Context: an optimization exercise on an open-source flow, tuned for small area. The choices shown serve that exercise and are no tape-out recipe.
In this exercise RTL edits were held to simulation tests only and were not proved equivalent to the original.
The clock port is modelled as an ideal driver; clocking choices that lean on that would not hold on a real chip.
Power figures rest on the tool's default switching activity, not on a simulated workload.

## MPU_accel_controller
module MPU_accel_controller(
    input clk,
    input reset,
    output reg [15:0] accel_x,
    output reg [15:0] accel_y,
    output reg [15:0] accel_z,
    output SPI_SS_a,
    output SPI_CK_a,
    output SPI_DO_a,
    input SPI_DI_a,
    output reg arm_read_enable_a
    );
For scale: roughly 240 cells after synthesis, roughly 55 I/O pins, ~3100 um^2 of cells after synthesis.
clock: 5.0 ns
lec_check: 0
cap_margin: 20
core_margin: 2
core_utilization: 40
slew_margin: 20
standard.sh (not shown) runs the stock make flow with config.mk's settings and CLKGATE_MAP_FILE= SYNTH_SCRIPT=/design/flow/synth_recipe.tcl, a recipe that flattens the netlist after the stock synthesis.
==> flow/flow/run.sh <==
#!/bin/bash
# The standard layout (standard.sh) with three changes:
#  1. after the standard synthesis, the combinational logic between the registers is
#     re-mapped by ABC for area (registers, their names and cell types are untouched);
#  2. port buffers are made from the smallest buffer cell;
#  3. the clock tree is built by flow/cts_hook.tcl instead of TritonCTS.
set -euo pipefail
WORK=$(pwd)
LIB=$FLOW_HOME/platforms/$FLOW_PLATFORM/lib/sky130_fd_sc_hd__tt_025C_1v80.lib
YOSYS=$FLOW_HOME/../tools/install/yosys/bin/yosys
[[ -x $YOSYS ]] || YOSYS=yosys
R=$WORK/orfs/results/$FLOW_PLATFORM/MPU_accel_controller/base

export BUFFER_PORTS_ARGS="-buffer_cell sky130_fd_sc_hd__buf_1"
export PRE_CTS_TCL=$WORK/flow/cts_hook.tcl
export CTS_ARGS="-clk_nets clk -dont_use_dummy_load"

# 1. standard synthesis
bash standard.sh synth > synth_make.log 2>&1
cp $R/1_2_yosys.v $WORK/standard_synth.v

# 2. re-map the combinational logic
grep -o 'sky130_fd_sc_hd__[a-z0-9_]*' standard_synth.v | sort -u > used_cells.txt
python3 flow/mkmodels.py $LIB used_cells.txt > cell_models.v
cat > resynth.ys <<EOF
read_liberty -lib $LIB
read_verilog -overwrite cell_models.v
read_verilog standard_synth.v
hierarchy -top $FLOW_TOP
flatten
read_liberty -lib -overwrite $LIB
techmap
opt -purge
abc -script flow/abc_area.scr -liberty $LIB -dont_use *probe* -dont_use *lpflow* -dont_use *bleeder*
opt_clean -purge
hilomap -singleton -hicell sky130_fd_sc_hd__conb_1 HI -locell sky130_fd_sc_hd__conb_1 LO
insbuf -buf sky130_fd_sc_hd__buf_4 A X
check -assert -mapped
stat -liberty $LIB
write_verilog -nohex -nodec resynth.v
EOF
$YOSYS -l resynth.log -q resynth.ys > resynth_stdout.log 2>&1
cp resynth.v $R/1_2_yosys.v

# 3. the rest of the standard layout, from the re-mapped netlist
bash standard.sh > standard_flow.log 2>&1
==> flow/flow/abc_area.scr <==
strash
dc2
resub -K 8
dc2
dch
amap
topo
dnsize
==> flow/flow/cts_hook.tcl <==
# Runs before ORFS's CTS step (PRE_CTS_TCL): builds the clock tree by hand, a root
# inverter and one inverter per group of flip-flops, placed at the group's centre.
# ORFS's clock_tree_synthesis then gets -clk_nets clk, which now has one sink, so it
# adds nothing; repair_clock_inverters is made a no-op so it keeps this tree as it is.
source [file join [file dirname [info script]] my_cts.tcl]
my_cts 3 1 sky130_fd_sc_hd__inv_6 sky130_fd_sc_hd__inv_12
global_connect
proc repair_clock_inverters { args } { }
Other scripts of this flow, unchanged in this note and not shown: flow/flow/mkmodels.py, flow/flow/my_cts.tcl
The starting point finished with timing, DRC and antenna clean.
Then changed:
--- a/flow/flow/run.sh
+++ b/flow/flow/run.sh
@@ -14,0 +15 @@
+export FLOW_DIR_OWN=$WORK/flow
==> flow/flow/abc_area.scr (replaced) <==
strash
dc2
dch
amap
topo
dnsize
--- a/flow/flow/cts_hook.tcl
+++ b/flow/flow/cts_hook.tcl
@@ -5 +5 @@
-source [file join [file dirname [info script]] my_cts.tcl]
+source $::env(FLOW_DIR_OWN)/my_cts.tcl
Outcome:
- cell area goes up by 0.71%
- global-route usage went up by 0.19 points
- critical path depth increases by 3
- register-to-register slack got worse by 290 ps
Then changed:
--- a/flow/flow/run.sh
+++ b/flow/flow/run.sh
@@ -15 +14,0 @@
-export FLOW_DIR_OWN=$WORK/flow
--- a/flow/flow/cts_hook.tcl
+++ b/flow/flow/cts_hook.tcl
@@ -5 +5 @@
-source $::env(FLOW_DIR_OWN)/my_cts.tcl
+source [file join [file dirname [info script]] my_cts.tcl]
=> Cell count stays the same; routed wire length does not change; area after synthesis stays the same; hold slack does not change; die area does not change; sequential share of layout area does not change; design area stays the same; total power does not change.
Then changed:
--- a/flow/flow/run.sh
+++ b/flow/flow/run.sh
@@ -14,0 +15 @@
+export FLOW_DIR_OWN=$WORK/flow
--- a/flow/flow/cts_hook.tcl
+++ b/flow/flow/cts_hook.tcl
@@ -5,2 +5,2 @@
-source [file join [file dirname [info script]] my_cts.tcl]
-my_cts 3 1 sky130_fd_sc_hd__inv_6 sky130_fd_sc_hd__inv_12
+source $::env(FLOW_DIR_OWN)/my_cts.tcl
+my_cts 2 2 sky130_fd_sc_hd__inv_6 sky130_fd_sc_hd__inv_12
Synthesized area does not change.
Global-route usage barely changes.
Sequential cell count stays the same.
Total power climbs by 3.1%.
Then changed:
--- a/flow/flow/run.sh
+++ b/flow/flow/run.sh
@@ -15 +14,0 @@
-export FLOW_DIR_OWN=$WORK/flow
--- a/flow/flow/cts_hook.tcl
+++ b/flow/flow/cts_hook.tcl
@@ -5,2 +5,2 @@
-source $::env(FLOW_DIR_OWN)/my_cts.tcl
-my_cts 2 2 sky130_fd_sc_hd__inv_6 sky130_fd_sc_hd__inv_12
+source [file join [file dirname [info script]] my_cts.tcl]
+my_cts 3 1 sky130_fd_sc_hd__inv_6 sky130_fd_sc_hd__inv_12
CAP_MARGIN = 0   (was 20)
SLEW_MARGIN = 0   (was 20)
What happened: Final cell count hardly moves. Power falls by 3.0%. Sequential share of layout area climbs by 0.30 points. Clock skew is about the same. Register-to-register slack gets better by 30 ps. Routed wire length falls by 1.3%.

========
The RTL this note starts from:
==> flow/design.v <==
`timescale 1ns / 1ps
`timescale 1ns / 1ps
module MPU_accel_controller(
    input clk,
    input reset,
    output reg [15:0] accel_x,
    output reg [15:0] accel_y,
    output reg [15:0] accel_z,
    output SPI_SS_a,
    output SPI_CK_a,
    output SPI_DO_a,
    input SPI_DI_a,
    output reg arm_read_enable_a
    );
reg [5:0]  c;
reg [5:0]  lo;
reg [7:0]  hi;
reg        ss;
reg [15:0] srn;      
wire [2:0] f = hi[2:0];
wire g      = (hi[7:3] == 5'd0);                     
wire tick   = (c == 6'b100101);                               
wire k1     = ~c[4] & ~c[2] & ~c[1] & ~c[0];                  
wire lo1    = (lo == 6'd1);
wire [5:0] c_adv = {c[4:0], c[5] ^ c[0]};
wire cgap   = (f == 3'd0) ? c[3] :                   
              f[0]        ? c[2] :                   
                            c[1];                    
wire start  = g & ~(&f) & lo[5] & lo[1] & lo[0] & cgap;
wire hi255  = &hi;
wire lo42   = lo[5] & lo[3] & lo[1];                 
wire zlend  = hi255 & lo42 & c[4] & c[1];            
always @(posedge clk) begin
    if (reset) begin
        c  <= 6'b011000;     
        lo <= 6'd1;
        hi <= 8'd0;
    end else if (zlend) begin
        c  <= 6'b010000;
        lo <= 6'd1;
        hi <= 8'd2;
    end else begin
        c  <= (start | (g & tick)) ? 6'b010000 : c_adv;
        lo <= start ? 6'd1 : lo + {5'd0, tick};
        hi <= hi + {7'd0, start | (tick & (&lo))};
    end
end
always @(posedge clk) begin
    if (reset)
        ss <= 1'b1;
    else if (g && lo1 && ((~c[5] & ~c[3] & ~c[2] & ~c[1] & ~c[0]) ||    
                          (~c[5] & ~c[4] & ~c[2] & c[1] & ~c[0])))    
        ss <= 1'b0;
    else if (lo == 6'd34 && k1)
        ss <= 1'b1;
end
wire isA = (f == 3'd0), isB = (f == 3'd1), isZL = (f == 3'd7);
reg abit;
always @* begin
    case (lo[3:1])
        3'd0: abit = 1'b0;
        3'd1: abit = ~isB;                           
        3'd2: abit = isA | isZL;                     
        3'd3: abit = ~isZL;                          
        3'd4: abit = ~isZL;                          
        3'd5: abit = ~isA & ~isB & ~isZL;            
        3'd6: abit = ~(f == 3'd2) & ~isZL;           
        default: abit = f[1] ^ f[0];                 
    endcase
end
wire lo16_18 = ~lo[5] & lo[4] & ~lo[3] & ~lo[2] & ~(lo[1] & lo[0]);
wire lo31_32 = (lo == 6'd31) | (lo == 6'd32);
wire dbit = (lo[5:4] == 2'b00) ? abit
          : (~f[0] | (isB & (lo16_18 | lo31_32)));
assign SPI_SS_a = ss;
assign SPI_CK_a = ss | lo[0];
assign SPI_DO_a = ~ss & dbit;
wire sample = g && tick && ~lo[0] && !isB &&
              ((lo[5:4] == 2'b01 && lo[3:1] != 3'd0) || lo == 6'd32);
always @(posedge clk)
    if (sample) srn <= {srn[14:0], ~SPI_DI_a};
wire ld   = g && lo1 && k1 && f[0] && (f[1] | f[2]);
wire ld_x = reset | (ld && f[2:1] == 2'b01);
wire ld_y = reset | (ld && f[2:1] == 2'b10);
wire ld_z = reset | (ld && f[2:1] == 2'b11);
wire [15:0] word = ~({srn[7:0], srn[15:8]} | {16{reset}});
always @(posedge clk) begin
    if (ld_x) accel_x <= word;
    if (ld_y) accel_y <= word;
    if (ld_z) accel_z <= word;
end
always @(posedge clk) begin
    if (reset)
        arm_read_enable_a <= 1'b0;
    else if (hi255 && lo[4] && lo[3] && ~lo[2] && lo[1] && ~lo[0] && c == 6'b110101)
        arm_read_enable_a <= 1'b1;
    else if (hi255 && lo42 && ~c[3] && c[2] && c[0])    
        arm_read_enable_a <= 1'b0;
end
endmodule
clock: 5.0 ns
lec_check: 0
cap_margin: 20
core_margin: 2
core_utilization: 40
slew_margin: 20
==> flow/flow/run.sh <==
#!/bin/bash
# The standard layout (standard.sh) with three changes:
#  1. after the standard synthesis, the combinational logic between the registers is
#     re-mapped by ABC for area (registers, their names and cell types are untouched);
#  2. port buffers are made from the smallest buffer cell;
#  3. the clock tree is built by flow/cts_hook.tcl instead of TritonCTS.
set -euo pipefail
WORK=$(pwd)
LIB=$FLOW_HOME/platforms/$FLOW_PLATFORM/lib/sky130_fd_sc_hd__tt_025C_1v80.lib
YOSYS=$FLOW_HOME/../tools/install/yosys/bin/yosys
[[ -x $YOSYS ]] || YOSYS=yosys
R=$WORK/orfs/results/$FLOW_PLATFORM/MPU_accel_controller/base

export BUFFER_PORTS_ARGS="-buffer_cell sky130_fd_sc_hd__buf_1"
export PRE_CTS_TCL=$WORK/flow/cts_hook.tcl
export CTS_ARGS="-clk_nets clk -dont_use_dummy_load"

# 1. standard synthesis
bash standard.sh synth > synth_make.log 2>&1
cp $R/1_2_yosys.v $WORK/standard_synth.v

# 2. re-map the combinational logic
grep -o 'sky130_fd_sc_hd__[a-z0-9_]*' standard_synth.v | sort -u > used_cells.txt
python3 flow/mkmodels.py $LIB used_cells.txt > cell_models.v
cat > resynth.ys <<EOF
read_liberty -lib $LIB
read_verilog -overwrite cell_models.v
read_verilog standard_synth.v
hierarchy -top $FLOW_TOP
flatten
read_liberty -lib -overwrite $LIB
techmap
opt -purge
abc -script flow/abc_area.scr -liberty $LIB -dont_use *probe* -dont_use *lpflow* -dont_use *bleeder*
opt_clean -purge
hilomap -singleton -hicell sky130_fd_sc_hd__conb_1 HI -locell sky130_fd_sc_hd__conb_1 LO
insbuf -buf sky130_fd_sc_hd__buf_4 A X
check -assert -mapped
stat -liberty $LIB
write_verilog -nohex -nodec resynth.v
EOF
$YOSYS -l resynth.log -q resynth.ys > resynth_stdout.log 2>&1
cp resynth.v $R/1_2_yosys.v

# 3. the rest of the standard layout, from the re-mapped netlist
bash standard.sh > standard_flow.log 2>&1
==> flow/flow/abc_area.scr <==
strash
dc2
resub -K 8
dc2
dch
amap
topo
dnsize
==> flow/flow/cts_hook.tcl <==
# Runs before ORFS's CTS step (PRE_CTS_TCL): builds the clock tree by hand, a root
# inverter and one inverter per group of flip-flops, placed at the group's centre.
# ORFS's clock_tree_synthesis then gets -clk_nets clk, which now has one sink, so it
# adds nothing; repair_clock_inverters is made a no-op so it keeps this tree as it is.
source [file join [file dirname [info script]] my_cts.tcl]
my_cts 3 1 sky130_fd_sc_hd__inv_6 sky130_fd_sc_hd__inv_12
global_connect
proc repair_clock_inverters { args } { }
Other scripts of this flow, unchanged in this note and not shown: flow/flow/mkmodels.py, flow/flow/my_cts.tcl
The baseline produced a clean layout.
Next try:
==> flow/flow/abc_area.scr (replaced) <==
strash
&get -n
&deepsyn -T 90
&put
dch
amap
topo
dnsize
--- a/flow/flow/cts_hook.tcl
+++ b/flow/flow/cts_hook.tcl
@@ -5,3 +5,3 @@
 source [file join [file dirname [info script]] my_cts.tcl]
-my_cts 3 1 sky130_fd_sc_hd__inv_6 sky130_fd_sc_hd__inv_12
+my_cts 2 2 sky130_fd_sc_hd__inv_4 sky130_fd_sc_hd__inv_8
 global_connect
--- a/flow/config.mk
+++ b/flow/config.mk
@@ -9,3 +9,3 @@
 export CORE_MARGIN = 2
-export CORE_UTILIZATION = 40
+export CORE_UTILIZATION = 80
 export SLEW_MARGIN = 20
Effect: The changed run never finished: it broke off in 4_1_cts (DPL-0033); area after synthesis drops by 0.77%; synthesized cell count is lower by 4.6%.
Next try:
--- a/flow/config.mk
+++ b/flow/config.mk
@@ -9,3 +9,3 @@
 export CORE_MARGIN = 2
-export CORE_UTILIZATION = 80
+export CORE_UTILIZATION = 40
 export SLEW_MARGIN = 20
The changed run completed without violations. Synthesized cell count does not change. Synthesized area is unchanged.
Next try:
--- a/flow/config.mk
+++ b/flow/config.mk
@@ -10,2 +10,3 @@
 export CORE_UTILIZATION = 40
+export GPL_TIMING_DRIVEN = 0
 export SLEW_MARGIN = 20
Critical path depth does not change. Total power is about the same. Cell count hardly moves. Design area climbs by about 1.2%.
Next try:
--- a/flow/config.mk
+++ b/flow/config.mk
@@ -9,4 +9,3 @@
 export CORE_MARGIN = 2
-export CORE_UTILIZATION = 40
-export GPL_TIMING_DRIVEN = 0
+export CORE_UTILIZATION = 65
 export SLEW_MARGIN = 20
Worst setup slack improves by 200 ps. Core utilization rose by 29 points. Register-to-register slack improved by 380 ps. Via count increases by 1.1%. Global-route usage goes up by 6.0 points. Area after synthesis barely changes. Synthesized cell count increases by 0.88%.

==> separate check: timing with driven ports <==
The results above use ideal ports. As a check the final layouts listed here were re-extracted and re-timed, cells and wires unchanged. Step 1 (the two cells are an assumption about what drives the block):
set clk [get_ports {clk}]
set_driving_cell -lib_cell sky130_fd_sc_hd__clkbuf_16 $clk
set_driving_cell -lib_cell sky130_fd_sc_hd__buf_2 [delete_from_list [all_inputs] $clk]
Step 2 moves the port delays by t, midway between the first and last clock arrival at a register: inputs arrive t later, outputs are due t later. That takes back most of the time a late clock gives input paths. Three values: ideal, step 1, step 2; two values: the first two.
| run | t (ns) | setup WS [ns] | clock arrival spread, ns |
|---|---|---|---|
| the first run of note 1 | 0.212 | 1.842 / 1.842 / 1.842 | 0.008 / 0.008 |
| the second run of note 1 | 0.210 | 1.557 / 1.557 / 1.557 | 0.010 / 0.011 |
| the third run of note 1 | 0.210 | 1.557 / 1.557 / 1.557 | 0.010 / 0.011 |
| the fourth run of note 1 | 0.229 | 1.529 / 1.529 / 1.529 | 0.012 / 0.012 |
| the fifth run of note 1 | 0.210 | 1.557 / 1.557 / 1.557 | 0.010 / 0.011 |
| the first run of note 2 | 0.213 | 1.792 / 1.751 / 1.962 | 0.011 / 0.012 |
| the third run of note 2 | 0.248 | 1.723 / 1.687 / 1.935 | 0.015 / 0.016 |
| the fourth run of note 2 | 0.253 | 1.646 / 1.646 / 1.573 | 0.017 / 0.017 |
| the fifth run of note 2 | 0.242 | 1.844 / 1.810 / 2.032 | 0.012 / 0.012 |
After both steps setup and hold are still met in every run listed. For the fourth run of note 2, which loses most, drivers alone change the setup slack by 0.000 ns; drivers and shift together by -0.073 ns.
